Context: an optimization exercise on an open-source flow, tuned for small area and a short achievable clock period. The choices shown serve that exercise and are no tape-out recipe.
The RTL was checked by simulation tests, not by an equivalence proof against the original design.

## the baseline
==> flow/design.v (excerpt) <==
module PPCPU (
    input Clk,
    input Clrn,
    output [31:0] imem_addr,
    input  [31:0] imem_data,
    output        dmem_we,
    output        dmem_re,
    output [31:0] dmem_addr,
    output [31:0] dmem_wdata,
    input  [31:0] dmem_rdata,
    output        wb_we,
    output [ 4:0] wb_rw,
    output [31:0] wb_data
);
  reg  [31:2] if_pc;
  reg  [31:0] if_inst;
  reg  [31:0] id_inst;
  reg  [3:0]  id_rsh, id_rth;
  reg  [7:0]  id_rsl, id_rtl;
  reg         stall_r;   
  reg         stall_rr;  
  reg  [31:0] ex_a, ex_b;
  reg  [15:0] ex_imm;
  reg         ex_immhi;
  reg  [31:2] ex_tgt;
  reg  [ 4:0] ex_rw;
  reg ex_regwr, ex_lw, ex_sw, ex_br, ex_j;
  reg ex_alusrc, ex_fma;
  reg ex_alusrc_h, ex_fma_h, ex_sum_h, ex_or_h, ex_tsel_h;
  reg ex_bm, ex_bmi, ex_bsr, ex_bm_h, ex_bmi_h, ex_br_h;
  reg ex_sub, ex_or, ex_slt, ex_sig, ex_ovc, ex_sum, ex_tsel;
  reg  [31:0] mem_alu, mem_sd;
  reg  [ 4:0] mem_rw;
  reg mem_regwr, mem_lw, mem_sw, mem_pcsrc, mem_ov;
  reg  [31:0] wr_data;
  reg  [ 4:0] wr_rw;
  reg         wr_we;
  wire [31:0] rf [1:31];
  wire flush = !Clrn | mem_pcsrc;
  wire [31:0] wrdata_n = mem_lw ? dmem_rdata : mem_alu;
  wire        mem_we_eff = mem_regwr & ~mem_ov;
  wire [5:0] op = id_inst[31:26];
  wire [5:0] fn = id_inst[5:0];
  wire [4:0] id_rs = id_inst[25:21];
  wire [4:0] id_rt = id_inst[20:16];
  wire [4:0] id_rd = id_inst[15:11];
  wire d_r     = op == 6'b000000;
  wire d_ori   = op == 6'b001101;
  wire d_addiu = op == 6'b001001;
  wire d_lw    = op == 6'b100011;
  wire d_sw    = op == 6'b101011;
  wire d_beq   = op == 6'b000100;
  wire d_j     = op == 6'b000010;
  wire d_regwr  = d_r | d_ori | d_addiu | d_lw;
  wire d_alusrc = d_ori | d_addiu | d_lw | d_sw;
  wire d_extop  = d_addiu | d_lw | d_sw;
  wire [2:0] aluctr_r = {!fn[2] & fn[1],
                         fn[3] & !fn[2] & fn[1],
                         !fn[3] & !fn[2] & !fn[0] | !fn[2] & fn[1] & !fn[0]};
  wire [2:0] aluctr = d_r ? aluctr_r : {d_beq, d_ori, 1'b0};
  wire [31:1] sel_a, sel_b;
  wire [31:0] rf_a, rf_b;
  genvar gr, gb;
  generate
    for (gr = 1; gr < 32; gr = gr + 1) begin : g_dec
  ...
clock: 13.0 ns
lec_check: 0
cap_margin: 20
core_margin: 2
core_utilization: 45
cts_buf_list: sky130_fd_sc_hd__clkbuf_16
cts_cluster_diameter: 100
cts_cluster_size: 24
gpl_timing_driven: 0
slew_margin: 20
synth_hierarchical: 1
standard.sh (not shown) runs the stock make flow with config.mk's settings and CLKGATE_MAP_FILE= SYNTH_SCRIPT=/design/flow/synth_recipe.tcl, a recipe that flattens the netlist after the stock synthesis.
==> flow/flow/run.sh <==
#!/bin/bash
# Layout flow: the standard ORFS flow (standard.sh, synthesis unchanged)
# with a setup-slack margin so that timing repair aims below the clock
# period, and plain buf_2 cells as the port buffers. The clock period and
# all constraints are the standard flow's own.
export SETUP_SLACK_MARGIN=9
export BUFFER_PORTS_ARGS="-buffer_cell sky130_fd_sc_hd__buf_2"
bash standard.sh > standard.log 2>&1
Edits applied to the flow inputs when going from the baseline to the candidate:
diff --git a/flow/config.mk b/flow/config.mk
--- a/flow/config.mk
+++ b/flow/config.mk
@@ -7,5 +7,5 @@
 export LEC_CHECK = 0
-export CAP_MARGIN = 20
+export CAP_MARGIN = 5
 export CORE_MARGIN = 2
-export CORE_UTILIZATION = 45
+export CORE_UTILIZATION = 55
 export CTS_BUF_LIST = sky130_fd_sc_hd__clkbuf_16
@@ -13,4 +13,3 @@
 export CTS_CLUSTER_SIZE = 24
-export GPL_TIMING_DRIVEN = 0
-export SLEW_MARGIN = 20
+export SLEW_MARGIN = 5
 export SYNTH_HIERARCHICAL = 1
## What came out
- Sequential cell area across the baseline and the candidate: no real change.
- The baseline and the candidate ended up with roughly the same final-layout clock-cell area share.
- Taking the baseline as the reference, in the candidate routed wire length saw a decrease; met3 wire length saw an increase; core utilization saw an increase; post-layout instance area saw a decrease; hold violation total from the final report saw little to no change.
- Delta(final worst-path setup slack, the candidate - the baseline) < 0
- Compared to the baseline, the candidate has overall die area 18% lower.

---

== JK ==
Starting RTL as in the previous note.
## PPCPU
module PPCPU (
    input Clk,
    input Clrn,
    output [31:0] imem_addr,
    input  [31:0] imem_data,
    output        dmem_we,
    output        dmem_re,
    output [31:0] dmem_addr,
    output [31:0] dmem_wdata,
    input  [31:0] dmem_rdata,
    output        wb_we,
    output [ 4:0] wb_rw,
    output [31:0] wb_data
);
clock: 13.0 ns
lec_check: 0
cap_margin: 20
core_margin: 2
core_utilization: 45
cts_buf_list: sky130_fd_sc_hd__clkbuf_16
cts_cluster_diameter: 100
cts_cluster_size: 24
slew_margin: 20
synth_hierarchical: 1
Scripts as last shown in full above: flow/flow/run.sh
No stage failed in JK, and the final checks on the layout all came back clean.
[inputs] MS vs JK
Settings: swapping 20 for 5 in CAP_MARGIN; swapping 20 for 5 in SLEW_MARGIN.
Findings:
- Diff JK -> MS: flip-flop and latch count stayed essentially flat; count of mapped cells out of synthesis stayed essentially flat; number of distinct library cell variants in the gate-level netlist after synthesis stayed essentially flat; number of search-and-repair iterations in the first detailed-routing pass stayed essentially flat.

==> what the ideal ports hide <==
How much do the figures lean on ideal ports? The routed layouts below were timed once more, with nothing changed but the port constraints.
Step 1, drivers: a clkbuf_16 drives Clk and a buf_2 each remaining input, both assumed.
Step 2 adds t to the input delays and takes it off the output delays; t is the mean of the earliest and latest rising clock arrival at the registers after step 1. Input paths then give back, and output paths get back, about the clock's delay inside the block.
Three values: ideal, step 1, step 2; two values: the first two.
run	t, ns	slack for setup (ns)	slew at the worst register clock pin (ns)
the baseline	0.761	9.022 / 8.943 / 8.464	0.11 / 0.11
the candidate	0.754	8.988 / 8.907 / 8.566	0.10 / 0.10
JK	0.762	9.013 / 8.939 / 8.806	0.11 / 0.11
MS	0.762	9.013 / 8.939 / 8.806	0.11 / 0.11
After both steps setup and hold are still met in every run listed. For the baseline, which loses most, drivers alone change the setup slack by -0.079 ns; drivers and shift together by -0.558 ns.
